This design comes from an exercise in tuning for small area on the open sky130 flow, not from production work. The RTL was checked by simulation tests, not by an equivalence proof against the original design. Power figures rest on the tool's default switching activity, not on a simulated workload.

## flow/design.v (module list and top-level ports; edited modules follow where they fit)
// module usb_device_controller: 754 lines
// module usb_init: 241 lines
// module usb_transact: 489 lines
// module usb_packet: 276 lines
// module usb_control: 401 lines
// module USB_Device_Controller_Top: 129 lines
module USB_Device_Controller_Top
(
    input clk_i         ,
    input reset_i       ,
    output usbrst_o      ,
    output highspeed_o   ,
    output suspend_o     ,
    output online_o      ,
    input  [7:0]    txdat_i  ,
    input           txval_i  ,
    input  [11:0]   txdat_len_i  ,
    input  [3:0]    txiso_pid_i  ,
    input           txcork_i ,
    output          txpop_o  ,
    output          txact_o  ,
    output          txpktfin_o  ,
    output [7:0]    rxdat_o  ,
    output          rxval_o  ,
    input           rxrdy_i  ,
    output          rxact_o  ,
    output          rxpktval_o  ,
    output          setup_o,
    output [3:0]    endpt_o  ,
    output          sof_o    ,
    input  [7:0]    inf_alter_i,
    output [7:0]    inf_alter_o,
    output [7:0]    inf_sel_o,
    output          inf_set_o,
    output [9:0]    descrom_raddr_o,         
    input  [7:0]    descrom_rdata_i,         
    input  [9:0]    desc_dev_addr_i,         
    input  [7:0]    desc_dev_len_i,          
    input  [9:0]    desc_qual_addr_i,        
    input  [7:0]    desc_qual_len_i,         
    input  [9:0]    desc_fscfg_addr_i,       
    input  [7:0]    desc_fscfg_len_i,        
    input  [9:0]    desc_hscfg_addr_i,       
    input  [7:0]    desc_hscfg_len_i,        
    input  [9:0]    desc_oscfg_addr_i,       
    input  [9:0]    desc_strlang_addr_i,     
    input  [9:0]    desc_strvendor_addr_i,   
    input  [7:0]    desc_strvendor_len_i,    
    input  [9:0]    desc_strproduct_addr_i,  
    input  [7:0]    desc_strproduct_len_i,   
    input  [9:0]    desc_strserial_addr_i,   
    input  [7:0]    desc_strserial_len_i,    
    input           desc_have_strings_i,     
    output [7:0] utmi_dataout_o   ,
    output       utmi_txvalid_o   ,
    input        utmi_txready_i   ,
    input  [7:0] utmi_datain_i    ,
    input        utmi_rxactive_i  ,
    input        utmi_rxvalid_i   ,
    input        utmi_rxerror_i   ,
    input  [1:0] utmi_linestate_i ,
    output [1:0] utmi_opmode_o    ,
    output       utmi_xcvrselect_o,
    output       utmi_termselect_o,
    output       utmi_reset_o
);
  // ...
==> flow/run.sh <==
#!/bin/bash
# synth_recipe.tcl (not shown) runs the flow's synth.tcl, then flattens the netlist and writes it again
# the make line also repeats each setting of config.mk as NAME=value (left out here)
make -C /OpenROAD-flow-scripts/flow DESIGN_CONFIG=/design/flow/config.mk WORK_HOME=/design/flow/orfs CLKGATE_MAP_FILE= SYNTH_SCRIPT=/design/flow/synth_recipe.tcl finish
==> flow/config.mk <==
export PLATFORM = sky130hd
export DESIGN_NAME = USB_Device_Controller_Top
export DESIGN_NICKNAME = USB_Device_Controller_Top
export VERILOG_FILES = /design/flow/design.v
export SDC_FILE = /design/flow/constraint.sdc
export NUM_CORES = 4
export LEC_CHECK = 0
export CAP_MARGIN = 20
export CORE_MARGIN = 2
export CORE_UTILIZATION = 40
export PLACE_DENSITY = 0.6
export SLEW_MARGIN = 20
==> flow/constraint.sdc <==
create_clock -name core_clock -period 10.0 [get_ports {clk_i}]
set_input_delay 2.0000 -clock core_clock [delete_from_list [all_inputs] [get_ports {clk_i}]]
set_output_delay 2.0000 -clock core_clock [all_outputs]
set_load 0.01 [all_outputs]
==> impl_metrics.py, run 1 <==
metrics = {
    "status": {
        "outcome": "no timing/DRC/antenna violations",
    },
    "layout": {
        "mostFrequentLayoutCell": "nor2_1",
        "nonClockInverterCount": 74,
        "drive_above_1_share": 0.05831,
    },
    "hold_path": {
        "whs_path_depth": 1,
        "hp-class": "reg2reg",
    },
    "power": {
        "p_seq_uw": 1640,
        "switchingPower_uw": 1233,
    },
    "synthesis": {
        "seq_area_frac_synth": 0.4047,
        "synth_top_cell_by_area": "dfxtp_1",
        "synth.distinct_cells": 94,
        "synthMuxAreaShare": 0.03911,
        "synthXorXnorAreaFrac": 0.06938,
        "synth_area_um2": 19840,
    },
    "global_routing": {
        "antenna_found_initial": 2,
        "gr-usage-met1": 0.3080,
    },
    "setup_path": {
        "path_cells": "clkdlybuf4s50_1, nor2_1, o31a_1, o21a_1, o21ai_1, nand2_1, inv_1, clkdlybuf4s50_1",
        "cp.buffers_inverters": 3,
        "rrSetupSlack_ns": 4.78,
        "crit_top_cell": "clkdlybuf4s50_1",
    },
    "timing": {
        "fin_crit_sh": 0.6649,
        "fmax_ghz": 0.1504,
        "fin_ws_ns": 3.351,
        "holdWs_ns": 0.4395,
    },
    "clocking": {
        "cts-root-buf": "clkbuf_16",
        "cts.sinks": 350,
    },
    "floorplan": {
        "n_tap_cell": 664,
    },
    "routing": {
        "dr_wl_met2_um": 28760,
        "drt-met1-wl_um": 26730,
    },
}
==> module usb_device_controller, before the edit <==
module usb_device_controller
(
        input clk_i,
        input reset_i,
        output usbrst_o,
        output highspeed_o,
        output suspend_o,
        output online_o,
        input  [7:0]    txdat_i  ,
        input           txval_i  ,
        input  [11:0]   txdat_len_i,
        input  [3:0]    txiso_pid_i,
        input           txcork_i ,
        output          txpop_o  ,
        output          txact_o  ,
        output [7:0]    rxdat_o  ,
        output          rxval_o  ,
        input           rxrdy_i  ,
        output          rxact_o  ,
        output          rxpktval_o,
        output          txpktfin_o,
        output          setup_o,
        output [3:0]    endpt_o  ,
        output          sof_o    ,
        input  [7:0]    inf_alter_i,
        output [7:0]    inf_alter_o,
        output [7:0]    inf_sel_o,
        output          inf_set_o,
        output [15:0]   descrom_raddr_o,
        output [7:0]    desc_index_o,
        output [7:0]    desc_type_o,
        input  [7:0]    descrom_rdata_i,
        input  [15:0]    desc_dev_addr_i,
        input  [15:0]    desc_dev_len_i,
        input  [15:0]    desc_qual_addr_i,
        input  [15:0]    desc_qual_len_i,
        input  [15:0]    desc_fscfg_addr_i,
        input  [15:0]    desc_fscfg_len_i,
        input  [15:0]    desc_hscfg_addr_i,
        input  [15:0]    desc_hscfg_len_i,
        input  [15:0]    desc_oscfg_addr_i,
        input  [15:0]    desc_strlang_addr_i,
        input  [15:0]    desc_strvendor_addr_i,
        input  [15:0]    desc_strvendor_len_i,
        input  [15:0]    desc_strproduct_addr_i,
        input  [15:0]    desc_strproduct_len_i,
        input  [15:0]    desc_strserial_addr_i,
        input  [15:0]    desc_strserial_len_i,
        input           desc_have_strings_i,
        input  [15:0]    desc_hidrpt_addr_i,
        input  [15:0]    desc_hidrpt_len_i,
        output [7:0] utmi_dataout_o   ,
        output       utmi_txvalid_o   ,
        input        utmi_txready_i   ,
        input  [7:0] utmi_datain_i    ,
        input        utmi_rxactive_i  ,
        input        utmi_rxvalid_i   ,
        input        utmi_rxerror_i   ,
        input  [1:0] utmi_linestate_i ,
        output [1:0] utmi_opmode_o    ,
        output       utmi_xcvrselect_o,
        output       utmi_termselect_o,
        output       utmi_reset_o     ,
        output       ack_timeout_o    ,
        output       ack_received_o   , 
        output       ack_bad_packet_o
        ,output wire [3:0] transact_state_o
        ,output wire [3:0] crc_dbg_dataout_o
        ,input wire clk_120
        ,output wire stuck_in_2nd_or_3rd_state_o
        ,output wire [19:0] dev_controller_dbg_o
);
    parameter ENDPT_NUM = 0; 
    localparam ST_IDLE= 0;
    localparam ST_STALL= 1;
    localparam ST_NAK= 2;
    localparam ST_INSTART= 3;
    localparam ST_INSEND= 4;
    localparam ST_INDONE= 5;
    localparam ST_OUTRECV= 6;
    localparam ST_OUTNAK = 7;
    localparam ST_SETUP= 8;
    wire [7:0] txbuf_rdat;
    wire       usbi_usbrst;
    wire       usbi_highspeed;
    wire       usbi_suspend;
    wire       usbp_chirpk;
    wire       usbp_rxact;
    wire       usbp_rxrdy;
    wire       usbp_rxfin;
    wire [7:0] usbp_rxdat;
    wire       usbp_txact;
    wire       usbp_txrdy;
    wire [7:0] usbp_txdat;
    wire       usbt_in;
    wire       usbt_out;
    wire       usbt_setup;
    wire       usbt_ping;
    wire       usbt_fin;
    wire [3:0] usbt_endpt;
    wire       usbt_nak;
    wire       usbt_stall;
    wire       usbt_nyet;
    wire       usbt_send;
    wire       usbt_isync;
    wire       usbt_osync;
    wire       usbt_rxrdy;
    wire [7:0] usbt_rxdat;
    reg  [1:0] usbt_type;
    wire       usbt_txrdy;
    wire [7:0] usbt_txdat;
    wire [6:0] usbc_addr;
    wire       usbc_confd;
    wire [1:ENDPT_NUM] usbc_clr_in;
    wire [1:ENDPT_NUM] usbc_clr_out;
    wire [1:ENDPT_NUM] usbc_sethlt_in;
    wire [1:ENDPT_NUM] usbc_sethlt_out;
    wire       usbc_dscbusy;
    wire       usbc_dscrd;
    wire [7:0] usbc_dsctyp;
    wire [7:0] usbc_dscinx;
    wire [15:0] usbc_dscoff;
    reg  [15:0] descrom_raddr;
    reg  [15:0] descrom_start;
    reg  [15:0] usbc_dsclen;
    wire       usbc_selfpowered;
    wire       usbc_in;
    wire       usbc_out;
    wire       usbc_setup;
    wire       usbc_ping;
    wire       usbc_nak;
    wire       usbc_stall;
    wire       usbc_nyet;
    wire       usbc_send;
    wire       usbc_isync;
    wire [7:0] usbc_txdat;
    reg  [3:0] cur_state;
    reg  [3:0] next_state;
    reg [1:ENDPT_NUM] isync;
    reg [1:ENDPT_NUM] osync;
    reg [1:ENDPT_NUM] halt_in;
    reg [1:ENDPT_NUM] halt_out;
    reg [11 : 0] s_txbuf_stop;
    reg [11 : 0] s_bufptr;
    reg          s_isync;
    reg          s_osync;
    reg          s_halt_in;
    reg          s_halt_out;
    reg          s_endpt_rxrdy;
    reg          s_endpt_txcork;
    reg          s_endpt_tx_en;
    reg          s_nyet;
    wire         s_reset;
    wire         q_usbrst;
    wire         q_online;
    wire         q_highspeed;
    wire       usbp_txvalid_o;
    wire [1:0] usbi_opmode;
    wire [7:0] usbp_dataout_o;
    assign utmi_opmode_o = usbi_opmode;
    assign utmi_dataout_o = usbp_dataout_o;
    assign utmi_txvalid_o = usbp_txvalid_o; 
    wire [9:0] dev_packet_dbg_o;
    wire [9:0] dev_control_dbg_o;
    wire [9:0] dev_transact_dbg_o;
    assign dev_controller_dbg_o[0]  = isync[1];
    assign dev_controller_dbg_o[1]  = osync[1];
    assign dev_controller_dbg_o[2]  = usbt_fin;
    assign dev_controller_dbg_o[3]  = usbc_clr_in[1];
    assign dev_controller_dbg_o[4]  = usbc_clr_out[1];
    assign dev_controller_dbg_o[5]  = dev_control_dbg_o[0];
    assign dev_controller_dbg_o[6]  = dev_control_dbg_o[1];
    assign dev_controller_dbg_o[7]  = 1'b0;
    assign dev_controller_dbg_o[8]  = 1'b0;
    assign dev_controller_dbg_o[9]  = 1'b0;
    assign dev_controller_dbg_o[10] = 1'b0;
    assign dev_controller_dbg_o[11] = 1'b0;
    assign dev_controller_dbg_o[12] = 1'b0;
    assign dev_controller_dbg_o[13] = 1'b0;
    assign dev_controller_dbg_o[14] = 1'b0;
    assign dev_controller_dbg_o[15] = 1'b0;
    assign dev_controller_dbg_o[16] = 1'b0;
    assign dev_controller_dbg_o[17] = 1'b0;
    assign dev_controller_dbg_o[18] = 1'b0;
    assign dev_controller_dbg_o[19] = 1'b0;
    usb_init u_usb_init (
         .CLK             (clk_i            )
        ,.RESET           (s_reset          )
        ,.I_USBRST        (usbi_usbrst      )
        ,.I_HIGHSPEED     (usbi_highspeed   )
        ,.I_SUSPEND       (usbi_suspend     )
        ,.P_CHIRPK        (usbp_chirpk      )
        ,.PHY_RESET       (utmi_reset_o     )
        ,.PHY_LINESTATE   (utmi_linestate_i )
        ,.PHY_OPMODE      (usbi_opmode      )
        ,.PHY_XCVRSELECT  (utmi_xcvrselect_o)
        ,.PHY_TERMSELECT  (utmi_termselect_o)
    );  
    usb_packet u_usb_packet(
         .CLK             (clk_i            )
        ,.RESET           (usbi_usbrst      )
        ,.P_CHIRPK        (usbp_chirpk      )
        ,.P_RXACT         (usbp_rxact       )
        ,.P_RXRDY         (usbp_rxrdy       )
        ,.P_RXFIN         (usbp_rxfin       )
        ,.P_RXDAT         (usbp_rxdat       )
        ,.P_TXACT         (usbp_txact       )
        ,.P_TXRDY         (usbp_txrdy       )
        ,.P_TXDAT         (usbp_txdat       )
        ,.PHY_DATAOUT     (usbp_dataout_o   )
        ,.PHY_TXVALID     (usbp_txvalid_o   )
        ,.PHY_TXREADY     (utmi_txready_i   )
        ,.PHY_DATAIN      (utmi_datain_i    )
        ,.PHY_RXACTIVE    (utmi_rxactive_i  )
        ,.PHY_RXVALID     (utmi_rxvalid_i   )
        ,.PHY_RXERROR     (utmi_rxerror_i   )
        ,.clk_120 (clk_120) 
        ,.crc_dbg_dataout_o () 
        ,.dev_packet_dbg_o(dev_packet_dbg_o)
    );
    usb_transact usb_transact_inst(
         .CLK             (clk_i         )
        ,.RESET           (usbi_usbrst   )
        ,.T_IN            (usbt_in       )
        ,.T_OUT           (usbt_out      )
        ,.T_SOF           (sof_o         )
        ,.T_SETUP         (usbt_setup    )
        ,.T_PING          (usbt_ping     )
        ,.T_FIN           (usbt_fin      )
        ,.T_ADDR          (usbc_addr     )
        ,.T_ENDPT         (usbt_endpt    )
        ,.T_NAK           (usbt_nak      )
        ,.T_STALL         (usbt_stall    )
        ,.T_NYET          (usbt_nyet     )
        ,.T_SEND          (usbt_send     )
        ,.T_ISYNC         (usbt_isync    )
        ,.T_OSYNC         (usbt_osync    )
        ,.T_RXRDY         (usbt_rxrdy    )
        ,.T_RXDAT         (usbt_rxdat    )
        ,.T_TYPE          (usbt_type     )
        ,.T_PID_DATA      (txiso_pid_i   )
        ,.T_TXRDY         (usbt_txrdy    )
        ,.T_TXDAT         (usbt_txdat    )
        ,.I_HIGHSPEED     (usbi_highspeed)
        ,.P_RXACT         (usbp_rxact    )
        ,.P_RXRDY         (usbp_rxrdy    )
        ,.P_RXFIN         (usbp_rxfin    )
        ,.P_RXDAT         (usbp_rxdat    )
        ,.P_TXACT         (usbp_txact    )
        ,.P_TXRDY         (usbp_txrdy    )
        ,.P_TXDAT         (usbp_txdat    )
        ,.ack_timeout_o                  (ack_timeout_o )
        ,.ack_received_o                 (ack_received_o  )
        ,.ack_bad_packet_o               (ack_bad_packet_o)
        ,.transact_state_o               (transact_state_o)
        ,.stuck_in_2nd_or_3rd_state_o    (stuck_in_2nd_or_3rd_state_o)
        ,.dev_transact_dbg_o (dev_transact_dbg_o)
    );
    usb_control #(.NENDPT(ENDPT_NUM))
    usb_control_inst (
         .CLK                    (clk_i           )
        ,.RESET                  (usbi_usbrst     )
        ,.C_ADDR                 (usbc_addr       )
        ,.C_CONFD                (usbc_confd      )
        ,.C_CLRIN                (usbc_clr_in     )
        ,.C_CLROUT               (usbc_clr_out    )
        ,.C_HLTIN                (halt_in         )
        ,.C_HLTOUT               (halt_out        )
        ,.C_SHLTIN               (usbc_sethlt_in  )
        ,.C_SHLTOUT              (usbc_sethlt_out )
        ,.C_INTERFACE_ALTER_I    (inf_alter_i     )
        ,.C_INTERFACE_ALTER_O    (inf_alter_o     )
        ,.C_INTERFACE            (inf_sel_o       )
        ,.C_INTERFACE_UPDATE     (inf_set_o       )
        ,.C_DSCBUSY              (usbc_dscbusy    )
        ,.C_DSCRD                (usbc_dscrd      )
        ,.C_DSCTYP               (usbc_dsctyp     )
        ,.C_DSCINX               (usbc_dscinx     )
        ,.C_DSCOFF               (usbc_dscoff     )
        ,.C_DSCLEN               (usbc_dsclen     )
        ,.C_SELFPOWERED          (usbc_selfpowered)
        ,.T_IN                   (usbc_in         )
        ,.T_OUT                  (usbc_out        )
        ,.T_SETUP                (usbc_setup      )
        ,.T_PING                 (usbc_ping       )
        ,.T_FIN                  (usbt_fin        )
        ,.T_NAK                  (usbc_nak        )
        ,.T_STALL                (usbc_stall      )
        ,.T_NYET                 (usbc_nyet       )
        ,.T_SEND                 (usbc_send       )
        ,.T_ISYNC                (usbc_isync      )
        ,.T_OSYNC                (usbt_osync      )
        ,.T_RXRDY                (usbt_rxrdy      )
        ,.T_RXDAT                (usbt_rxdat      )
        ,.T_TXRDY                (usbt_txrdy      )
        ,.T_TXDAT                (usbc_txdat      )
        ,.dev_control_dbg_o      (dev_control_dbg_o)
    );
    assign usbrst_o      = q_usbrst;
    assign highspeed_o   = q_highspeed;
    assign suspend_o     = usbi_suspend;
    assign online_o      = q_online;
    assign usbc_in     = (usbt_endpt == 4'b0000) ? usbt_in    : 0;
    assign usbc_out    = (usbt_endpt == 4'b0000) ? usbt_out   : 0;
    assign usbc_setup  = (usbt_endpt == 4'b0000) ? usbt_setup : 0;
    assign usbc_ping   = (usbt_endpt == 4'b0000) ? usbt_ping  : 0;
    assign usbc_selfpowered = 1'b0;
    assign usbt_nak    = (usbt_endpt == 4'b0000) ? usbc_nak : (next_state == ST_NAK) ? 1 : 0;
    assign usbt_stall  = (usbt_endpt == 4'b0000) ? usbc_stall : (next_state == ST_STALL) ? 1 : 0;
    assign usbt_nyet   = (usbt_endpt == 4'b0000) ? usbc_nyet  : s_nyet;
    assign usbt_send   = (usbt_endpt == 4'b0000) ? txval_i|usbc_send  : (cur_state == ST_INSEND) ? 1 : 0;
    assign usbt_isync  = (usbt_endpt == 4'b0000) ? endpt0_isync : s_isync;
    assign usbt_txdat  = (usbt_endpt == 4'b0000 && usbc_dscbusy == 0) ? (txval_i ? txbuf_rdat : usbc_txdat) : (usbt_endpt == 4'b0000) ? descrom_rdata_i : txbuf_rdat;
    assign s_reset     = reset_i;
    assign q_online    = usbc_confd;
    assign q_usbrst    = usbi_usbrst;
    assign q_highspeed = usbi_highspeed;
    wire [ENDPT_NUM:0] endpt_in;
    wire [ENDPT_NUM:0] endpt_out;
    genvar i;
    generate
        for(i=1;i<=ENDPT_NUM;i=i+1) begin : halt_sync
            always @(posedge clk_i) begin
                if (s_reset == 1) begin
                    halt_in[i] <= 0;
                    halt_out[i] <= 0;
                end
                else if (usbi_usbrst == 1) begin
                    halt_in[i] <= 0;
                    halt_out[i] <= 0;
                end
                else begin
                    halt_in[i] <= (halt_in[i] || usbc_sethlt_in[i]) && (~usbc_clr_in[i]);
                    halt_out[i] <= (halt_out[i] || usbc_sethlt_out[i]) && (~usbc_clr_out[i]);
                end
            end
            always @(posedge clk_i) begin
                if (s_reset == 1) begin
                    isync[i] <= 0;
                    osync[i] <= 0;
                end
                else if (usbi_usbrst == 1) begin
                    isync[i] <= 0;
                    osync[i] <= 0;
                end
                else if (cur_state == ST_IDLE) begin
                    isync[i] <= isync[i] && (~usbc_clr_in[i]);
                    osync[i] <= osync[i] && (~usbc_clr_out[i]);
                end
                else if (cur_state == ST_INDONE) begin
                    if ( (usbt_endpt == i) ) begin
                        if (usbt_type == 2'd1) begin
                            isync[i] <= 1'b0;
                        end
                        else if (usbt_fin == 1) begin
                            isync[i] <= ~isync[i];
                        end
                    end
                end
                else if (cur_state == ST_OUTRECV) begin
                    if ( (usbt_endpt == i) && (usbt_fin == 1) && (usbt_osync == osync[i])) begin
                        osync[i] <= ~osync[i];
                    end
                end
            end
        end
    endgenerate
    reg endpt0_isync;
    reg endpt0_osync;
    always @(posedge clk_i) begin
        if (s_reset == 1) begin
            endpt0_isync <= 1'b1;
            endpt0_osync <= 1'b1;
        end
        else if (usbi_usbrst == 1) begin
            endpt0_isync <= 1'b1;
            endpt0_osync <= 1'b1;
        end
        else if (cur_state == ST_SETUP) begin
            endpt0_isync <= 1'b1;
            endpt0_osync <= 1'b1;
        end
        else if (cur_state == ST_INDONE) begin
            if (usbt_endpt == 4'b0000) begin
                if (usbt_fin == 1) begin
                    endpt0_isync <= ~endpt0_isync;
                end
            end
        end
        else if (cur_state == ST_OUTRECV) begin
            if ( (usbt_endpt == 4'b0000) && (usbt_fin == 1) && (usbt_osync == endpt0_osync)) begin
                endpt0_osync <= ~endpt0_osync;
            end
        end
    end
    assign crc_dbg_dataout_o[0] = endpt0_isync; 
    assign crc_dbg_dataout_o[1] = endpt0_osync; 
    assign crc_dbg_dataout_o[2] = isync[1]; 
    assign crc_dbg_dataout_o[3] = osync[1]; 
    always @(posedge clk_i) begin
        if (s_reset == 1) begin
            s_endpt_rxrdy  <= 1'b0;
            s_endpt_txcork <= 1'b0;
            s_halt_out     <= 1'b0;
            s_halt_in      <= 1'b0;
            s_osync        <= 1'b0;
            s_isync        <= 1'b0;
        end
        else begin
            s_endpt_rxrdy  <= rxrdy_i;
            s_endpt_txcork <= txcork_i;
            s_halt_out     <= (usbt_endpt >= 1 && usbt_endpt <= ENDPT_NUM) ? halt_out[usbt_endpt] : 1'b0;
            s_halt_in      <= (usbt_endpt >= 1 && usbt_endpt <= ENDPT_NUM) ? halt_in[usbt_endpt] : 1'b0;
            s_osync        <= (usbt_endpt >= 1 && usbt_endpt <= ENDPT_NUM) ? osync[usbt_endpt] : 1'b0;
            s_isync        <= (usbt_endpt >= 1 && usbt_endpt <= ENDPT_NUM) ? isync[usbt_endpt] : 1'b0;
        end
    end
    always @(posedge clk_i) begin
        if (s_reset == 1) begin
            s_txbuf_stop   <= 12'd32;
        end
        else begin
            s_txbuf_stop <= txdat_len_i;  
        end
    end
    always @(posedge clk_i) begin
        if (s_reset == 1) begin
            usbt_type <= 2'd0;
        end
        else begin
            usbt_type <= 2'b00;  
        end
    end
    generate
       for(i=0;i<=ENDPT_NUM;i=i+1) begin : set_endpt
            assign endpt_in[i]  = (usbt_endpt == i);
            assign endpt_out[i] = (usbt_endpt == i);
        end
    endgenerate
    always @(posedge clk_i) begin
        if (s_reset == 1) begin
            cur_state <= ST_IDLE;
        end
        else begin
            cur_state <= next_state;
        end
    end
    always @(*) begin
        if (s_reset == 1) begin
            next_state = ST_IDLE;
        end
        else if (usbi_usbrst == 1) begin
            next_state  = ST_IDLE;
        end
        else begin
            case (cur_state)
                ST_IDLE : begin
                    if ((usbt_out == 1)&&(|endpt_out))begin
                        if (s_halt_out == 1) begin
                            next_state = ST_STALL;
                        end
                        else if (s_endpt_rxrdy == 1) begin
                            next_state = ST_OUTRECV;
                        end
                        else begin
                            next_state = ST_OUTNAK;
                        end
                    end
                    else if (usbt_setup == 1)begin
                        next_state = ST_SETUP;
                    end
                    else if ((usbt_in == 1)&&(|endpt_in)) begin
                        if (s_halt_in == 1)
                            next_state = ST_STALL;
                        else if (s_endpt_txcork == 0) begin
                            next_state = ST_INSTART;
                        end else begin
                            next_state = ST_NAK;
                        end
                    end
                    else if ((usbt_ping == 1) && (|endpt_out)) begin
                        if (s_endpt_rxrdy == 1) begin
                            next_state = ST_IDLE;
                        end
                        else begin
                            next_state = ST_NAK;
                        end
                    end
                    else begin
                        next_state = ST_IDLE;
                    end
                end
                ST_STALL :
                    if ((usbt_in == 0) && (usbt_out == 0) && (usbt_ping == 0)) begin
                        next_state = ST_IDLE;
                    end
                    else begin
                        next_state = ST_STALL;
                    end
                ST_NAK :
                    if ((usbt_in == 0) && (usbt_out == 0) && (usbt_ping == 0)) begin
                        next_state = ST_IDLE;
                    end
                    else begin
                        next_state = ST_NAK;
                    end
                ST_INSTART : begin
                    if (usbt_in == 0)
                        next_state = ST_IDLE;
                    else if (s_bufptr == s_txbuf_stop) begin
                        next_state = ST_INDONE;
                    end
                    else begin
                        next_state = ST_INSEND;
                    end
                end
                ST_INSEND :
                    if (usbt_in == 0) begin
                        next_state = ST_IDLE;
                    end
                     else if ( usbt_txrdy == 1) begin
                        if (s_bufptr >= s_txbuf_stop) begin
                            next_state = ST_INDONE;
                        end
                        else begin
                            next_state = ST_INSEND;
                        end
                    end
                    else begin
                        next_state = ST_INSEND;
                    end
                ST_INDONE : begin
                    if (usbt_in == 0) begin
                        next_state = ST_IDLE;
                    end
                    else if ( usbt_fin == 1) begin
                        next_state = ST_IDLE;
                    end
                    else begin
                        next_state = ST_INDONE;
                    end
                end
                ST_SETUP :
                    if (usbt_setup == 0) begin
                        next_state = ST_IDLE;
                    end
                    else begin
                        next_state = ST_SETUP;
                    end
                ST_OUTRECV :
                    if (usbt_out == 0) begin
                        next_state = ST_IDLE;
                    end
                    else begin
                        next_state = ST_OUTRECV;
                    end
                ST_OUTNAK :
                    if (usbt_out == 0) begin
                        next_state = ST_IDLE;
                    end
                    else if (usbt_rxrdy == 1) begin
                        if (usbt_type == 1'b1) begin
                            next_state = ST_IDLE;
                        end
                        else if (usbt_osync == s_osync) begin
                            next_state = ST_NAK;
                        end
                        else begin
                            next_state = ST_OUTNAK;
                        end
                    end
                    else begin
                        next_state = ST_OUTNAK;
                    end
                default: next_state  = ST_IDLE;
            endcase
        end
    end
    always @(posedge clk_i) begin
        if (s_reset == 1) begin
            s_bufptr <= 0; 
            s_endpt_tx_en <= 1'b0;
            s_nyet <= 0;
        end
        else if (usbi_usbrst == 1) begin
            s_bufptr <= 0; 
            s_endpt_tx_en <= 1'b0;
            s_nyet <= 0;
        end
        else begin
            case (cur_state)
                ST_IDLE : begin
                    s_bufptr <= 0;
                    s_nyet <= 0;
                    s_endpt_tx_en <= 1'b0;
                end
                ST_INSTART : begin
                    s_bufptr <= s_bufptr + 1'b1;
                    s_endpt_tx_en <= 1'b1;
                end
                ST_INSEND :
                     if ( usbt_txrdy == 1) begin
                    s_bufptr <= s_bufptr + 1;
                    end
                ST_OUTRECV :
                    if ( usbt_rxrdy == 1) begin
                        s_nyet <= ~s_endpt_rxrdy;
                    end
                default:;
            endcase
        end
    end
reg [7:0] rxdat_d0;
reg [7:0] rxdat_d1;
reg [7:0] rxdat_d2;
reg       rxval_d0;
reg       rxval_d1;
reg       rxval_d2;
always @ (posedge clk_i, posedge reset_i) begin
    if (reset_i) begin
        rxdat_d0 <= 8'd0;
        rxdat_d1 <= 8'd0;
        rxdat_d2 <= 8'd0;
        rxval_d0 <= 1'd0;
        rxval_d1 <= 1'd0;
        rxval_d2 <= 1'd0;
    end
    else begin
        if (cur_state == ST_OUTRECV && usbt_rxrdy == 1) begin
            rxdat_d0 <= usbt_rxdat;
            rxdat_d1 <= rxdat_d0;
            rxdat_d2 <= rxdat_d1;
            rxval_d0 <= 1'b1;
            rxval_d1 <= rxval_d0;
            rxval_d2 <= rxval_d1;
        end
        else if (cur_state == ST_SETUP && usbt_rxrdy == 1) begin
            rxdat_d0 <= usbt_rxdat;
            rxdat_d1 <= rxdat_d0;
            rxdat_d2 <= rxdat_d1;
            rxval_d0 <= 1'b1;
            rxval_d1 <= rxval_d0;
            rxval_d2 <= rxval_d1;
        end
        else if (cur_state == ST_OUTRECV && usbt_out == 0) begin
            rxdat_d0 <= 8'd0;
            rxdat_d1 <= 8'd0;
            rxdat_d2 <= 8'd0;
            rxval_d0 <= 1'd0;
            rxval_d1 <= 1'd0;
            rxval_d2 <= 1'd0;
        end
        else if (cur_state == ST_SETUP && usbt_setup == 0) begin
            rxdat_d0 <= 8'd0;
            rxdat_d1 <= 8'd0;
            rxdat_d2 <= 8'd0;
            rxval_d0 <= 1'd0;
            rxval_d1 <= 1'd0;
            rxval_d2 <= 1'd0;
        end
        else begin
            rxdat_d2 <= 8'd0;
            rxval_d2 <= 1'd0;
        end
    end
end
reg rx_packet_valid;
always @ (posedge clk_i, posedge reset_i) begin
    if (reset_i) begin
        rx_packet_valid <= 1'b0;
    end
    else begin
        if (cur_state == ST_OUTRECV) begin
            if (usbt_fin == 1) begin
                if (usbt_type == 1'b1) begin
                    rx_packet_valid <= 1'b1;
                end
                else if (usbt_osync == s_osync) begin
                    rx_packet_valid <= 1'b1;
                end
                else begin
                    rx_packet_valid <= 1'b0;
                end
            end
            else begin
                rx_packet_valid <= 1'b0;
            end
        end
        else begin
            rx_packet_valid <= 1'b0;
        end
    end
end
assign txpktfin_o = (cur_state == ST_INDONE)&(usbt_fin == 1);
assign txbuf_rdat = txdat_i;
assign rxdat_o  = ((cur_state == ST_OUTRECV)|(cur_state == ST_SETUP)) ? rxdat_d2 : 0;
assign rxval_o  = ((cur_state == ST_OUTRECV)|(cur_state == ST_SETUP)) ? rxval_d2 : 0;
assign rxact_o  = (cur_state == ST_OUTRECV);
assign rxpktval_o = rx_packet_valid;
assign setup_o = (cur_state == ST_SETUP);
assign endpt_o  = usbt_endpt;
assign txpop_o  = usbt_txrdy;
assign txact_o  = s_endpt_tx_en;
    assign desc_index_o = usbc_dscinx;
    assign desc_type_o  = usbc_dsctyp;
    always @(*)  
    begin
        descrom_start <= 0;
        usbc_dsclen <= 0;
        case (usbc_dsctyp)
            8'h01 : begin    
                descrom_start <= desc_dev_addr_i;
                usbc_dsclen   <= desc_dev_len_i;
            end
            8'h02 : begin    
                if (usbc_dscinx == 0) begin
                    descrom_start <= desc_hscfg_addr_i;
                    usbc_dsclen   <= desc_hscfg_len_i;
                end
            end
            8'h03 : begin    
                case (usbc_dscinx)
                    0: begin  
                        descrom_start <= desc_strlang_addr_i;
                        usbc_dsclen <= 4;
                    end
                    default: begin  
                        descrom_start <= desc_strvendor_addr_i;
                        usbc_dsclen <= desc_strvendor_len_i;
                    end
                endcase
            end
            8'h06 : begin    
                    descrom_start <= desc_qual_addr_i;
                    usbc_dsclen   <= desc_qual_len_i;
            end
            8'h07 : begin    
                if (usbc_dscinx == 0) begin
                    descrom_start <= desc_hscfg_addr_i;
                    usbc_dsclen   <= desc_hscfg_len_i;
                end
            end
        endcase
    end
    always @(posedge clk_i) begin
        if (s_reset == 1) begin
           descrom_raddr <= 16'd0;
        end
        else if (usbc_dscrd == 1) begin
           descrom_raddr <= descrom_start + usbc_dscoff;
       end
    end
    assign descrom_raddr_o = descrom_raddr;
endmodule
==> module usb_init, before the edit <==
module usb_init #(
    parameter HSSUPPORT = 1 
)
(
    input wire CLK,
    input wire RESET,
    output wire I_USBRST,
    output wire I_HIGHSPEED,
    output wire I_SUSPEND,
    output wire P_CHIRPK,
    output wire PHY_RESET,
    input wire [1 : 0] PHY_LINESTATE,
    output wire [1 : 0] PHY_OPMODE,
    output wire         PHY_XCVRSELECT,
    output wire PHY_TERMSELECT
);
    localparam TIME_SUSPEND = 20'd180000;
    localparam TIME_RESET = 16'd10000;
    localparam TIME_SUSPRST = 20'd360000;
    localparam TIME_CHIRPK  = 20'd72000;
    localparam TIME_FILT = 8'd165;
    localparam TIME_WTFS = 20'd66000;
    localparam TIME_WTRSTHS = 20'd6000;
    localparam TIME_OVERFLOW = 20'd102000;
    localparam ST_INIT        = 4'h0;
    localparam ST_FSRESET    = 4'h1;
    localparam ST_FULLSPEED    = 4'h2;
    localparam ST_SUSPEND    = 4'h3;
    localparam ST_SUSPRESET    = 4'h4;
    localparam ST_SENDCHIRP    = 4'h5;
    localparam ST_RECVCHIRP    = 4'h6;
    localparam ST_HIGHSPEED    = 4'h7;
    localparam ST_HSREVERT    = 4'h8;
    reg [3 : 0] s_state;
    reg [15 : 0] s_timer1;
    reg [19 : 0] s_timer2;
    reg [2 : 0] s_chirpcnt;
    reg s_highspeed;
    reg s_suspend;
    reg [1 : 0] s_linestate;
    reg         s_reset;
    reg [1 : 0] s_opmode;
    reg         s_xcvrselect;
    reg         s_termselect;
    reg         s_chirpk;
    reg v_clrtimer1;
    reg v_clrtimer2;
    assign I_USBRST          = s_reset;
    assign I_HIGHSPEED       = s_highspeed;
    wire phy_linestate_rst;
    assign phy_linestate_rst =  (PHY_LINESTATE != 2'b01) ? 1'b1 : 1'b0;
    assign I_SUSPEND         = s_suspend & ~phy_linestate_rst;
    assign P_CHIRPK          = s_chirpk;
    assign PHY_RESET         = s_reset;
    assign PHY_OPMODE        = s_opmode;
    assign PHY_XCVRSELECT    = s_xcvrselect;
    assign PHY_TERMSELECT    = s_termselect;
    always@(posedge CLK) begin
        v_clrtimer1 <= 1'b0;
        v_clrtimer2 <= 1'b0;
        s_linestate <= PHY_LINESTATE;
        s_reset  <= 1'b0;
        s_chirpk <= 1'b0;
        if (RESET) begin
            s_reset      <= 1'b1;
            s_opmode     <= 2'b01;
            s_xcvrselect <= 1'b1;
            s_termselect <= 1'b1;
            v_clrtimer1  <= 1'b1;
            v_clrtimer2  <= 1'b1;
            s_highspeed  <= 1'b0;
            s_state      <= ST_INIT;
            s_timer1     <= 'h0;
            s_timer2     <= 'h0;
        end
        else begin
            case(s_state)
                ST_INIT : begin
                    s_opmode     <= 2'b01;    
                    s_xcvrselect <= 1'b1;     
                    s_termselect <= 1'b1;     
                    v_clrtimer1  <= 1'b1;
                    if(s_timer2 >= TIME_OVERFLOW) begin
                        v_clrtimer2 <= 1'b1;
                        s_state     <= ST_FULLSPEED;
                    end
                end
                ST_FSRESET : begin
                    s_highspeed  <= 1'b0;
                    s_opmode     <= 2'b00;    
                    s_xcvrselect <= 1'b1;     
                    s_termselect <= 1'b1;     
                    v_clrtimer1  <= 1'b1;
                    v_clrtimer2  <= 1'b1;
                    if(s_linestate != 2'b00) begin
                        s_state  <= ST_FULLSPEED;
                    end
                end
                ST_FULLSPEED : begin
                    s_highspeed  <= 1'b0;
                    s_opmode     <= 2'b00;    
                    s_xcvrselect <= 1'b1;     
                    s_termselect <= 1'b1;     
                    if(s_linestate != 2'b00) begin
                        v_clrtimer1 <= 1'b1;
                    end
                    if(s_linestate != 2'b01) begin
                        v_clrtimer2 <= 1'b1;
                    end
                    if(s_timer1 == TIME_RESET) begin
                        s_reset <= 1'b1;
                        s_state <= ST_SENDCHIRP;
                    end
                    else if(s_timer2 == TIME_SUSPEND) begin
                        s_state <= ST_SUSPEND;
                    end
                end
                ST_SUSPEND : begin
                    s_opmode     <= 2'b00;    
                    s_xcvrselect <= 'b1;     
                    s_termselect <= 'b1;     
                    v_clrtimer1  <= 'b1;
                    v_clrtimer2  <= 'b1;
                    if(s_linestate != 'b01) begin
                            if(s_highspeed == 1'b1) begin
                                if(s_linestate == 2'b10) begin
                                    s_state <= ST_HIGHSPEED;
                                end
                                else if(s_linestate == 2'b00) begin
                                    s_state <= ST_SUSPRESET;
                                end
                            end
                            else begin
                                s_state <= ST_FULLSPEED;
                            end
                    end
                end
                ST_SUSPRESET : begin
                    s_opmode     <= 2'b00;    
                    s_xcvrselect <= 1'b1;     
                    s_termselect <= 1'b1;     
                    if(s_linestate != 2'b00) begin
                        v_clrtimer1 <= 1'b1;
                    end
                    if(s_timer1 == TIME_RESET) begin
                        s_reset     <= 1'b1;
                        v_clrtimer2 <= 1'b1;
                        s_state     <= ST_SENDCHIRP;
                    end
                    if(s_timer2 == TIME_SUSPRST) begin
                        s_state <= ST_SUSPEND;
                    end
                end
                ST_SENDCHIRP : begin
                    s_highspeed  <= 1'b0;
                    s_opmode     <= 2'b10;    
                    s_xcvrselect <= 1'b0;     
                    s_termselect <= 1'b1;     
                    s_chirpk     <= 1'b1;     
                    v_clrtimer1  <= 1'b1;
                    if(s_timer2 == TIME_CHIRPK) begin
                        v_clrtimer2 <= 1'b1;
                        s_chirpcnt  <= 3'b000;
                        s_state     <= ST_RECVCHIRP;
                    end
                end
                ST_RECVCHIRP : begin
                    s_opmode     <= 2'b10;    
                    s_xcvrselect <= 1'b0;     
                    s_termselect <= 1'b1;     
                    if((s_chirpcnt[0] == 1'b0 && s_linestate != 2'b10) || (s_chirpcnt[0] == 1'b1 && s_linestate != 2'b01)) begin
                        v_clrtimer1 <= 1'b1;
                    end
                    if(s_timer2 == TIME_WTFS) begin
                        v_clrtimer1 <= 1'b1;
                        v_clrtimer2 <= 1'b1;
                        s_state     <= ST_FSRESET;
                    end
                    else if (s_timer1 == TIME_FILT) begin
                        if(s_chirpcnt == 5) begin
                            v_clrtimer2 <= 1'b1;
                            s_state     <= ST_HIGHSPEED;
                        end
                        s_chirpcnt  <= s_chirpcnt + 1;
                        v_clrtimer1 <= 1'b1;
                    end
                end
                ST_HIGHSPEED : begin
                    s_highspeed  <= 1'b1;
                    s_opmode     <= 2'b00;    
                    s_xcvrselect <= 1'b0;     
                    s_termselect <= 1'b0;     
                    if(s_linestate != 2'b00) begin
                        v_clrtimer2 <= 1'b1;
                    end
                    if(s_timer2 == TIME_SUSPEND) begin
                        v_clrtimer2 <= 1'b1;
                        s_state     <= ST_HSREVERT;
                    end
                end
                ST_HSREVERT : begin
                    s_opmode     <= 2'b00;    
                    s_xcvrselect <= 1'b1;     
                    s_termselect <= 1'b1;     
                    if(s_timer2 == TIME_WTRSTHS) begin
                        v_clrtimer2 <= 1'b1;
                        if(s_linestate == 2'b00) begin
                            s_reset <= 1'b1;
                            s_state <= ST_SENDCHIRP;
                        end
                        else begin
                            s_state <= ST_SUSPEND;
                        end
                    end
                end
            endcase
            if(v_clrtimer1 == 1'b1) begin
                s_timer1 <= 'h0;
            end
            else begin
                s_timer1 <= s_timer1 + 1;
            end
            if(v_clrtimer2 == 1'b1) begin
                s_timer2 <= 'h0;
            end
            else begin
                s_timer2 <= s_timer2 + 1;
            end
        end
    end
    always@(posedge CLK) begin
        if(phy_linestate_rst || RESET) begin
            s_suspend <= 1'b0;
      end
        else begin
            if (s_state == ST_SUSPEND) begin
                s_suspend   <= 1'b1;
            end
        end
    end
endmodule
==> module usb_packet, before the edit <==
module usb_packet (
    input wire CLK,
    input wire RESET,
    input wire P_CHIRPK,
    output wire P_RXACT,
    output wire P_RXRDY,
    output wire P_RXFIN,
    output wire [7 : 0] P_RXDAT,
    input wire P_TXACT,
    output wire P_TXRDY,
    input wire [7 : 0] P_TXDAT,
    input wire [7 : 0] PHY_DATAIN,
    output reg [7 : 0] PHY_DATAOUT,
    output reg PHY_TXVALID,
    input wire PHY_TXREADY,
    input wire PHY_RXACTIVE,
    input PHY_RXVALID,
    input wire PHY_RXERROR
    ,input wire clk_120
    ,output reg [3:0] crc_dbg_dataout_o
    ,output wire [9 : 0] dev_packet_dbg_o
);
    localparam ST_NONE        = 12'h000;
    localparam ST_CHIRPK    = 12'h001;
    localparam ST_RWAIT        = 12'h002;
    localparam ST_RTOKEN    = 12'h004;
    localparam ST_RDATA        = 12'h008;
    localparam ST_RSHAKE    = 12'h010;
    localparam ST_TSTART    = 12'h020;
    localparam ST_TDATA        = 12'h040;
    localparam ST_TCRC1        = 12'h080;
    localparam ST_TCRC2        = 12'h100;
    reg [11 : 0] s_state;
    reg s_txfirst;
    reg s_rxactive;
    reg s_rxvalid;
    reg s_rxerror;
    reg [7 : 0] s_datain;
    reg s_txready;
    reg [7 : 0] s_dataout;
    reg s_rxgoodpacket;
    localparam crc5_gen  = 5'b00101;
    localparam crc5_res  = 5'b01100;
    localparam crc16_gen = 16'b1000000000000101;
    localparam crc16_res = 16'b1000000000001101;
    reg [4 : 0] crc5_buf ;
    reg [15 : 0]  crc16_buf;
    reg [7 : 0] v_dataout;
    reg v_txvalid;
    reg v_crc_upd;
    reg [7 : 0] v_crc_data;
    reg [4 : 0] v_crc5_new;
    reg [15 : 0] v_crc16_new;
    integer i;
    function [4 : 0] crc5_upd;
        input  [4 : 0] c;
        input  [7 : 0] b;
        reg [4 : 0] t;
        begin
             t = {b[0] ^ c[4],
                        b[1] ^ c[3],
                        b[2] ^ c[2],
                        b[3] ^ c[1],
                        b[4] ^ c[0]};
         crc5_upd = {b[5] ^ t[1] ^ t[2],
                        b[6] ^ t[0] ^ t[1] ^ t[4],
                        b[5] ^ b[7] ^ t[0] ^ t[3] ^ t[4],
                        b[6] ^ t[1] ^ t[3] ^ t[4],
                        b[7] ^ t[0] ^ t[2] ^ t[3] };
        end
    endfunction
    function [15:0] crc16_upd;
        input  [15 : 0] c;
        input  [ 7 : 0] b;
        reg [7 : 0] t;
        begin
             t = {b[0] ^ c[15],
                        b[1] ^ c[14],
                        b[2] ^ c[13],
                        b[3] ^ c[12],
                        b[4] ^ c[11],
                        b[5] ^ c[10],
                        b[6] ^ c[9],
                        b[7] ^ c[8] };
             crc16_upd = {c[7] ^ t[0] ^ t[1] ^ t[2] ^ t[3] ^ t[4] ^ t[5] ^ t[6] ^ t[7],
                        c[6], c[5], c[4], c[3], c[2],
                        c[1] ^ t[7],
                        c[0] ^ t[6] ^ t[7],
                        t[5] ^ t[6],
                        t[4] ^ t[5],
                        t[3] ^ t[4],
                        t[2] ^ t[3],
                        t[1] ^ t[2],
                        t[0] ^ t[1],
                        t[1] ^ t[2] ^ t[3] ^ t[4] ^ t[5] ^ t[6] ^ t[7],
                        t[0] ^ t[1] ^ t[2] ^ t[3] ^ t[4] ^ t[5] ^ t[6] ^ t[7] };
        end
    endfunction
    assign P_RXACT = s_rxactive;
    assign P_RXFIN = ~s_rxactive & ~s_rxerror & s_rxgoodpacket;
    assign P_RXRDY = s_rxactive & s_rxvalid;
    assign P_RXDAT = s_datain;
    assign P_TXRDY = (s_state == ST_TSTART) ? 1'b1 : ((s_state == ST_TDATA)&P_TXACT) ? (s_txfirst | s_txready) : 1'b0;
    always@(posedge CLK) begin
        v_dataout   = s_dataout;
        v_txvalid   = 1'b0;
        v_crc_upd   = 1'b0;
        v_crc_data  = 8'h00;
        v_crc5_new  = 5'h00;
        v_crc16_new = 16'h0000;
        s_txfirst <= 1'b0;
        s_rxactive <= PHY_RXACTIVE;
        s_rxvalid  <= PHY_RXVALID;
        s_rxerror  <= PHY_RXERROR;
        s_datain   <= PHY_DATAIN;
        s_txready  <= PHY_TXREADY;
        if(RESET) begin
            s_state        <= ST_NONE;
            s_rxgoodpacket <= 1'b0;
        end
        else begin
            case(s_state)
                ST_NONE : begin
                    crc5_buf       <= 5'h1F;
                    crc16_buf      <= 16'hFFFF;
                    s_rxgoodpacket <= 1'b0;
                    if(P_CHIRPK) begin
                        s_state <= ST_CHIRPK;
                    end    else if(s_rxactive) begin
                        if(s_rxerror) begin
                            s_state <= ST_RWAIT;
                        end    else if(s_rxvalid) begin
                            if (s_datain[3:0] ==  ~s_datain[7:4]) begin
                                case (s_datain[1:0])
                                    2'b01 : begin  
                                        s_state <= ST_RTOKEN;
                                    end
                                    2'b11 : begin  
                                        s_state <= ST_RDATA;
                                    end
                                    2'b10 : begin  
                                        s_state        <= ST_RSHAKE;
                                        s_rxgoodpacket <= 1'b1;
                                    end
                                    default : begin  
                                        s_state <= ST_RTOKEN;
                                    end
                                endcase
                            end    else begin
                                s_state <= ST_RWAIT;
                            end
                        end
                    end    else if (P_TXACT) begin
                        v_txvalid = 1'b1;
                        v_dataout = P_TXDAT;
                        s_state   <= ST_TSTART;
                    end
                end
                ST_CHIRPK : begin
                    if (!P_CHIRPK) begin
                        s_state <= ST_NONE;
                    end
                end
                ST_RTOKEN : begin
                    if(!s_rxactive) begin
                        s_rxgoodpacket <= 1'b0;
                        s_state        <= ST_NONE;
                    end    else if(s_rxerror) begin
                        s_rxgoodpacket <= 1'b0;
                        s_state <= ST_RWAIT;
                    end    else if(s_rxvalid) begin
                        v_crc5_new = crc5_upd(crc5_buf, s_datain);
                        crc5_buf   <= v_crc5_new;
                        if(v_crc5_new == crc5_res) begin
                            s_rxgoodpacket <= 1'b1;
                        end    else begin
                            s_rxgoodpacket <= 1'b0;
                        end
                    end
                end
                ST_RDATA : begin
                    if(!s_rxactive) begin
                        s_rxgoodpacket <= 1'b0;
                        s_state        <= ST_NONE;
                    end    else if(s_rxerror) begin
                        s_rxgoodpacket <= 1'b0;
                        s_state        <= ST_RWAIT;
                    end else if(s_rxvalid) begin
                        v_crc_upd  = 1'b1;
                        v_crc_data = s_datain;
                    end
                end
                ST_RWAIT : begin
                    if (!s_rxactive) begin
                        s_state <= ST_NONE;
                    end
                end
                ST_RSHAKE : begin
                    if(!s_rxactive) begin
                        s_rxgoodpacket <= 1'b0;
                        s_state        <= ST_NONE;
                    end    else if(s_rxerror | s_rxvalid) begin
                        s_rxgoodpacket <= 1'b0;
                        s_state        <= ST_RWAIT;
                    end
                end
                ST_TSTART : begin
                    v_txvalid = 1'b1;
                    case(P_TXDAT[1:0])
                        2'b11 : begin  
                            s_state   <= ST_TDATA;
                            s_txfirst <= 1'b1;
                        end
                        2'b10 : begin  
                            s_state <= ST_RWAIT;
                        end
                        default : begin  
                        end
                    endcase
                end
                ST_TDATA : begin
                    v_txvalid = 1'b1;
                    if(s_txready | s_txfirst) begin
                        if(!P_TXACT) begin
                            for(i=0; i<=7; i=i+1) begin
                                v_dataout[i] = ~crc16_buf[15-i];
                            end
                            s_state <= ST_TCRC1;
                        end    else begin
                            v_dataout = P_TXDAT;
                            v_crc_upd  = 1'b1;
                            v_crc_data = P_TXDAT;
                        end
                    end
                end
                ST_TCRC1 : begin
                    v_txvalid = 1'b1;
                    if(s_txready) begin
                        for(i=0; i<=7; i=i+1) begin
                            v_dataout[i] = ~crc16_buf[7-i];
                        end
                        s_state <= ST_TCRC2;
                    end
                end
                ST_TCRC2 : begin
                    if(s_txready) begin
                        s_state <= ST_RWAIT;
                    end
                    else begin
                        v_txvalid = 1'b1;
                    end
                end
            endcase
        end
        if(v_crc_upd) begin
            v_crc16_new = crc16_upd(crc16_buf, v_crc_data);
            crc16_buf   <= v_crc16_new;
            if(s_state == ST_RDATA && v_crc16_new == crc16_res) begin
                s_rxgoodpacket <= 1'b1;
            end    else begin
                s_rxgoodpacket <= 1'b0;
            end
        end
        if(RESET) begin
            PHY_TXVALID <= 1'b0;
            PHY_DATAOUT <= 8'h00;
        end    else if(s_state == ST_CHIRPK) begin
            PHY_TXVALID <= P_CHIRPK;
            PHY_DATAOUT <= 8'h00;
        end    else if((PHY_TXREADY==1'b1) || (s_state == ST_NONE && P_TXACT == 1'b1)) begin
            PHY_TXVALID <= v_txvalid;
            PHY_DATAOUT <= v_dataout;
        end
        s_dataout <= v_dataout;
    end
endmodule
==> run 2: changes to the inputs <==
--- a/flow/design.v
+++ b/flow/design.v
@@ -107,5 +107,5 @@
     wire       usbt_rxrdy;
     wire [7:0] usbt_rxdat;
-    reg  [1:0] usbt_type;
+    wire [1:0] usbt_type = 2'd0;  
     wire       usbt_txrdy;
     wire [7:0] usbt_txdat;
@@ -424,12 +424,4 @@
         end
     end
-    always @(posedge clk_i) begin
-        if (s_reset == 1) begin
-            usbt_type <= 2'd0;
-        end
-        else begin
-            usbt_type <= 2'b00;  
-        end
-    end
     generate
        for(i=0;i<=ENDPT_NUM;i=i+1) begin : set_endpt
@@ -704,5 +696,5 @@
     assign desc_index_o = usbc_dscinx;
     assign desc_type_o  = usbc_dsctyp;
-    always @(*)  
+    always @(*) 
     begin
         descrom_start <= 0;
@@ -788,6 +780,6 @@
     localparam ST_HSREVERT    = 4'h8;
     reg [3 : 0] s_state;
-    reg [15 : 0] s_timer1;
-    reg [19 : 0] s_timer2;
+    reg [13 : 0] s_timer1;
+    reg [18 : 0] s_timer2;
     reg [2 : 0] s_chirpcnt;
     reg s_highspeed;
@@ -1047,19 +1039,19 @@
     localparam pid_ping  = 4'b0100;
     localparam pid_data  = 3'b011;
-    localparam ST_IDLE      = 16'h0000;
-    localparam ST_SKIP      = 16'h0001;
-    localparam ST_GETTOKEN1 = 16'h0002;
-    localparam ST_GETTOKEN2 = 16'h0004;
-    localparam ST_GETTOKEN3 = 16'h0008;
-    localparam ST_GOTTOKEN  = 16'h0010;
-    localparam ST_SENDSHAKE = 16'h0020;
-    localparam ST_GETDATA   = 16'h0040;
-    localparam ST_GOTDATA   = 16'h0080;
-    localparam ST_SENDDATA  = 16'h0100;
-    localparam ST_SENDING   = 16'h0200;
-    localparam ST_WAITACK   = 16'h0400;
-    localparam ST_WAITSKIP  = 16'h0800;
-    localparam ST_GETACK    = 16'h1000;
-    reg [15:0] s_state;
+    localparam ST_IDLE = 4'd0;
+    localparam ST_SKIP = 4'd1;
+    localparam ST_GETTOKEN1 = 4'd2;
+    localparam ST_GETTOKEN2 = 4'd3;
+    localparam ST_GETTOKEN3 = 4'd4;
+    localparam ST_GOTTOKEN = 4'd5;
+    localparam ST_SENDSHAKE = 4'd6;
+    localparam ST_GETDATA = 4'd7;
+    localparam ST_GOTDATA = 4'd8;
+    localparam ST_SENDDATA = 4'd9;
+    localparam ST_SENDING = 4'd10;
+    localparam ST_WAITACK = 4'd11;
+    localparam ST_WAITSKIP = 4'd12;
+    localparam ST_GETACK = 4'd13;
+    reg [3:0] s_state;
     wire s_active;
     reg [3:0] transact_state;
@@ -1098,5 +1090,7 @@
     reg s_finished;
     reg s_prevrxact;
-    reg [3:0] s_sendpid;
+    reg s_sendpid3;
+    reg s_sendpid2;
+    wire [3:0] s_sendpid = (s_state == ST_SENDDATA) ? {s_sendpid3, 3'b011} : {s_sendpid3, s_sendpid2, 2'b10};
     wire [7:0] s_sendpid_mirrored;
     assign s_sendpid_mirrored = {~s_sendpid, s_sendpid};
@@ -1146,5 +1140,4 @@
         s_osync         <= 0;
         wait_count      <= 0;
-        s_sendpid       <= 0;
         ack_timeout_o   <= 1'b0;
         ack_received_o  <= 1'b0;
@@ -1316,17 +1309,14 @@
                     if (T_STALL == 1) begin
                         s_state   <= ST_SENDSHAKE;
-                        s_sendpid <= pid_stall;
+                        s_sendpid3 <= 1'b1;
+                        s_sendpid2 <= 1'b1;
                     end else if (T_NAK == 1) begin
                         s_state   <= ST_SENDSHAKE;
-                        s_sendpid <= pid_nak;
+                        s_sendpid3 <= 1'b1;
+                        s_sendpid2 <= 1'b0;
                     end else begin
                         if (wait_count == 0)begin
                             s_state   <= ST_SENDDATA;
-                            if (T_TYPE == 2'd1) begin  
-                                s_sendpid <= T_PID_DATA;
-                            end
-                            else begin
-                                s_sendpid <= {T_ISYNC, pid_data};
-                            end
+                            s_sendpid3 <= T_ISYNC;
                         end
                     end
@@ -1334,10 +1324,6 @@
                 else if ((s_ping == 1)) begin
                     s_state <= ST_SENDSHAKE;
-                    if (T_STALL == 1)
-                        s_sendpid <= pid_stall;
-                    else if (T_NAK == 1)
-                        s_sendpid <= pid_nak;
-                    else
-                        s_sendpid <= pid_ack;
+                    s_sendpid3 <= T_STALL | T_NAK;
+                    s_sendpid2 <= T_STALL;
                 end
                 else if (wait_count == 0)begin
@@ -1366,22 +1352,7 @@
             ST_GOTDATA: begin
                 if (wait_count == 0) begin
-                    if (T_TYPE == 2'd1) begin  
-                        s_state <= ST_IDLE;
-                        s_finished <= 1;
-                    end
-                    else begin
-                        s_state <= ST_SENDSHAKE;
-                    end
-                    if (T_STALL == 1) begin
-                        s_sendpid <= pid_stall;
-                    end else if (T_NAK == 1) begin
-                        s_sendpid <= pid_nak;
-                    end
-                    else if ((I_HIGHSPEED == 1) && (T_NYET == 1)) begin
-                        s_sendpid <= pid_nyet;
-                    end
-                    else begin
-                        s_sendpid <= pid_ack;
-                    end
+                    s_state <= ST_SENDSHAKE;
+                    s_sendpid3 <= T_STALL | T_NAK;
+                    s_sendpid2 <= T_STALL | (~T_NAK & I_HIGHSPEED & T_NYET);
                 end
                 else begin
@@ -1506,15 +1477,15 @@
     ,output wire [9 : 0] dev_packet_dbg_o
 );
-    localparam ST_NONE        = 12'h000;
-    localparam ST_CHIRPK    = 12'h001;
-    localparam ST_RWAIT        = 12'h002;
-    localparam ST_RTOKEN    = 12'h004;
-    localparam ST_RDATA        = 12'h008;
-    localparam ST_RSHAKE    = 12'h010;
-    localparam ST_TSTART    = 12'h020;
-    localparam ST_TDATA        = 12'h040;
-    localparam ST_TCRC1        = 12'h080;
-    localparam ST_TCRC2        = 12'h100;
-    reg [11 : 0] s_state;
+    localparam ST_NONE = 4'd0;
+    localparam ST_CHIRPK = 4'd1;
+    localparam ST_RWAIT = 4'd2;
+    localparam ST_RTOKEN = 4'd3;
+    localparam ST_RDATA = 4'd4;
+    localparam ST_RSHAKE = 4'd5;
+    localparam ST_TSTART = 4'd6;
+    localparam ST_TDATA = 4'd7;
+    localparam ST_TCRC1 = 4'd8;
+    localparam ST_TCRC2 = 4'd9;
+    reg [3 : 0] s_state;
     reg s_txfirst;
     reg s_rxactive;
@@ -1607,5 +1578,4 @@
             case(s_state)
                 ST_NONE : begin
-                    crc5_buf       <= 5'h1F;
                     crc16_buf      <= 16'hFFFF;
                     s_rxgoodpacket <= 1'b0;
@@ -1655,6 +1625,6 @@
                         s_state <= ST_RWAIT;
                     end    else if(s_rxvalid) begin
-                        v_crc5_new = crc5_upd(crc5_buf, s_datain);
-                        crc5_buf   <= v_crc5_new;
+                        v_crc5_new = crc5_upd(crc16_buf[4:0], s_datain);
+                        crc16_buf[4:0] <= v_crc5_new;
                         if(v_crc5_new == crc5_res) begin
                             s_rxgoodpacket <= 1'b1;
@@ -1811,16 +1781,16 @@
     localparam req_getiface     = 4'b1010;
     localparam req_setinterface = 4'b1011;
-    localparam ST_IDLE            = 12'h000;
-    localparam ST_STALL           = 12'h001;
-    localparam ST_SETUP           = 12'h002;
-    localparam ST_SETUPERR        = 12'h004;
-    localparam ST_NONSTANDARD     = 12'h008;
-    localparam ST_ENDSETUP        = 12'h010;
-    localparam ST_WAITIN          = 12'h020;
-    localparam ST_SENDRESP        = 12'h040;
-    localparam ST_STARTDESC       = 12'h080;
-    localparam ST_SENDDESC        = 12'h100;
-    localparam ST_DONESEND        = 12'h200;
-    reg [11 : 0] s_state;
+    localparam ST_IDLE = 4'd0;
+    localparam ST_STALL = 4'd1;
+    localparam ST_SETUP = 4'd2;
+    localparam ST_SETUPERR = 4'd3;
+    localparam ST_NONSTANDARD = 4'd4;
+    localparam ST_ENDSETUP = 4'd5;
+    localparam ST_WAITIN = 4'd6;
+    localparam ST_SENDRESP = 4'd7;
+    localparam ST_STARTDESC = 4'd8;
+    localparam ST_SENDDESC = 4'd9;
+    localparam ST_DONESEND = 4'd10;
+    reg [3 : 0] s_state;
     reg [ 3:0] s_ctlrequest;
     reg [ 7:0] s_ctlparam;
==> flow/flow/run.sh (new file) <==
#!/bin/bash
# Own layout flow: the standard flow (standard.sh, unchanged synthesis) with
# plain buf_1 port buffers and a clock tree built without dummy loads.
set -uo pipefail
export BUFFER_PORTS_ARGS="-buffer_cell sky130_fd_sc_hd__buf_1"
export CTS_ARGS="-sink_clustering_enable -repair_clock_nets -dont_use_dummy_load"
bash standard.sh finish > flow_make.log 2>&1
==> flow/standard.sh (new file) <==
#!/bin/bash
# synth_recipe.tcl (not shown) runs the flow's synth.tcl, then flattens the netlist and writes it again
# the make line also repeats each setting of config.mk as NAME=value (left out here)
make -C /OpenROAD-flow-scripts/flow DESIGN_CONFIG=/design/flow/config.mk WORK_HOME=/design/flow/orfs CLKGATE_MAP_FILE= SYNTH_SCRIPT=/design/flow/synth_recipe.tcl "${@:-finish}"
removed: flow/run.sh
==> impl_metrics.py, run 2 <==
metrics = {
    "status": {
        "outcome": "no timing/DRC/antenna violations",
    },
    "routing": {
        "route.antenna.remaining_nets": 0,
        "wl_um": 54050,
        "viasPerCell": 5.718,
        "vias": 16580,
        "initialDrtViolationCount": 1542,
        "wl_per_cell_um": 18.64,
        "drc": 0,
        "drt_pass1_iterations": 6,
    },
    "synthesis": {
        "synth.distinct_cells": 111,
        "synth_area_um2": 18400,
        "synth_top_cell_by_area": "dfxtp_1",
        "syn_nets": 2419,
        "synth_ff_type": "dfxtp_1",
        "avgSynthCellArea_um2": 8.482,
        "netlist_instances": 2169,
        "synth_area_leaders": "dfxtp_1 22%, edfxtp_1 14%, nor2_1 6.0%",
        "synthArstFlopShare": 0.08889,
        "synth.top_cell.area_share": 0.2198,
        "synth_edf_count": 85,
        "seq_area_frac_synth": 0.3966,
        "ys_ff_latch": 315,
        "yosysWarningCount": 23,
        "netlist_top_cells_count": "295 x nor2_1, 203 x nand2_1, 202 x dfxtp_1",
        "yosysMostFrequentCell": "nor2_1",
    },
    "clocking": {
        "postCtsSetupRepairBufs": 0,
        "ctsHoldBuffers": 0,
        "htreeDepth": 2,
        "clockBufferDepth": 3,
        "cts.sinks": 315,
        "cts_tree": "yes",
        "insertion_delay_ns": 0.56,
        "cts-root-buf": "clkbuf_16",
        "numCtsBuffers": 38,
        "path_clk_slew_ns": 0.04,
        "cts-resized-gates": 0,
    },
    "setup_path": {
        "path_cells": "buf_1, or4b_1, o32ai_2, o21ai_4, a21oi_1, or2_1, inv_1, buf_1",
        "worstPathArrival_ns": 4.61,
        "cp.required_ns": 8.00,
        "reg2reg_to": "u_usb_device_controller.descrom_raddr[9]",
        "critical_path_class": "in2out",
        "crit_top_cell": "buf_1",
        "critPathLaunchType": "input pin",
        "critPathMaxFanout": 18,
        "cp_slowest_cell": "or4b_1",
        "setup.worst_path.end_class": "primary output",
        "reg2reg_depth": 19,
        "max_stage_delay_ns": 0.54,
        "rrSetupSlack_ns": 5.44,
    },
    "floorplan": {
        "core_area_um2": 45380,
        "ios": 271,
        "std_cell_rows": 78,
        "die_h_um": 218.5,
        "die_x_um": 218.5,
        "initial_core_util": 0.4054,
        "dieArea_um2": 47720,
    },
    "timing": {
        "hold_violations": 0,
        "fin_skew_ns": 0.04699,
        "tns_ns": 0,
        "tightestPinTransition_ns": 1.008,
        "final-setup-viol-count": 0,
        "drv_slew": 0,
        "fin_crit_sh": 0.6615,
        "rsz0062_at_grt": "false",
        "fin_crit_ns": 6.615,
        "fmax_ghz": 0.1512,
        "holdWs_ns": 0.4596,
        "slew_headroom": 0.3237,
    },
    "global_routing": {
        "gr-total-overflow": 0,
        "grt.total_usage": 0.2195,
        "antenna_found_initial": 0,
        "grt_pass1_wl_um": 84010,
        "grt_pass1_vias": 15750,
        "grt_max_degree": 54,
    },
    "hold_path": {
        "hold_start": "u_usb_device_controller.u_usb_init.s_timer2[0]",
        "hp-class": "reg2reg",
        "hold_end": "u_usb_device_controller.u_usb_init.s_timer2[0]",
        "whs_path_depth": 1,
    },
    "power": {
        "leakagePower_uw": 0.007279,
        "ir_drop_v": 0.00007982,
        "power.density_nw_per_um2": 192.3,
    },
    "layout": {
        "fin_util": 0.4529,
        "nets": 2552,
        "mostFrequentLayoutCell": "nor2_1",
        "n_antenna_cell": 0,
        "largest_reg_flops": 19,
        "largest_register": "u_usb_device_controller.u_usb_init.s_timer2",
        "areaGrowthSynthToFinish_pct": 11.72,
        "drive_above_1_share": 0.05696,
        "layout_common_cells": "294 x nor2_1, 203 x nand2_1, 201 x dfxtp_1",
    },
    "placement": {
        "io_buffers": 201,
        "gp_congestion": 0.9132,
        "dp_hpwl_um": 39170,
    },
    "job": {
        "drv_cap": 0,
    },
}
-- run 2: cell types whose count changed in the layout (fill, tap and decap cells not counted), sizes merged, moves of 13 or more --
cell	previous run	this run
buf	25	226
clkdlybuf4s50	201	0
nand2	237	203
dfxtp	234	202
and3	40	13
mux2i	64	41
o21ai	123	104
clkbuf	57	39
a21oi	125	142
nand4	39	22
nor2	308	295
-- run 2: kinds of logic (layout without fill, tap and decap cells) --
| logic type | count (synthesis) | count (layout) | synth area share |
|---|---|---|---|
| simple gates | 932 | 932 | 0.2490 |
| compound gates | 485 | 485 | 0.1803 |
| flops | 315 | 315 | 0.3966 |
| buf+inv | 200 | 331 | 0.04284 |
| xor+xnor | 138 | 138 | 0.06978 |
| mux | 55 | 55 | 0.03108 |
| fa+ha+maj | 44 | 44 | 0.03033 |
-- run 2: layout make-up --
type                    count  area, um^2
multi-input cells        1654       10350
fillers                  4456       24830
inverters                  66       247.7
clock buffers              38       950.9
well taps                 600       750.7
repair buffers            227       950.9
flip-flops and latches    315        7301
-- run 2: worst max-delay path by stage --
stage / start / end / slack (ns) / cells after the start
detailed placement: txval_i / txpop_o / 3.45 / 8
CTS: txval_i / txpop_o / 3.45 / 8
floorplan: txval_i / txpop_o / 4.53 / 7
global route: txval_i / txpop_o / 3.28 / 8
global placement: txval_i / txpop_o / 3.52 / 8
finish: txval_i / txpop_o / 3.39 / 8
-- run 2: metrics by stage --
step / instances / power [uW] / setup WS [ns] / area [um^2]
after global placement: 2862 / 2779 / 3.516 / 19580
after global routing: 2900 / 4177 / 3.278 / 20550
after CTS: 2900 / 3971 / 3.447 / 20530
after detailed placement: 2862 / 2799 / 3.445 / 19580
final: 2900 / 3953 / 3.385 / 20550
after floorplan: 2169 / 2473 / 4.527 / 18400
-- run 2: where the power goes --
part           internal [uW]  total [uW]  switching (uW)
Combinational            435        1200             761
Clock                    665        1160             490
Sequential              1440        1600             163
-- run 2: critical path, delay by kind of cell --
kind            cells  cell delay [ns]
compound gates      3             1.05
buf+inv             3             0.58
simple gates        2             0.98
-- run 2: per-layer routing --
layer,up-vias,wire [um],track usage
met1,7891,23170,0.2797
li1,8008,-,-
met5,-,0,0
met4,0,1745,0.08844
met2,592,25630,0.3700
met3,90,3513,0.03493

==> re-timing with driven ports <==
No port has a modelled driver above. Below, the same layouts with a new extraction and two added sets of constraints. Step 1: set_driving_cell puts a clkbuf_16 on clk_i and a buf_2 on each other input, an assumption about the parent block. Step 2 times the ports against the registers' clock, not the clock port: input delays grow and output delays shrink by t, the midpoint of the rising clock arrivals with the driver on. Three values: ideal, step 1, step 2; two values: the first two.
| run | t, ns | slack for setup (ns) | clock arrival spread, ns |
|---|---|---|---|
| run 1 | 0.623 | 3.351 / 3.243 / 3.243 | 0.015 / 0.015 |
| run 2 | 0.589 | 3.385 / 3.321 / 3.321 | 0.048 / 0.048 |
After both steps every run listed still meets setup and hold. The setup slack of run 1, which loses most, moves by -0.108 ns with the drivers and by -0.108 ns with both steps.
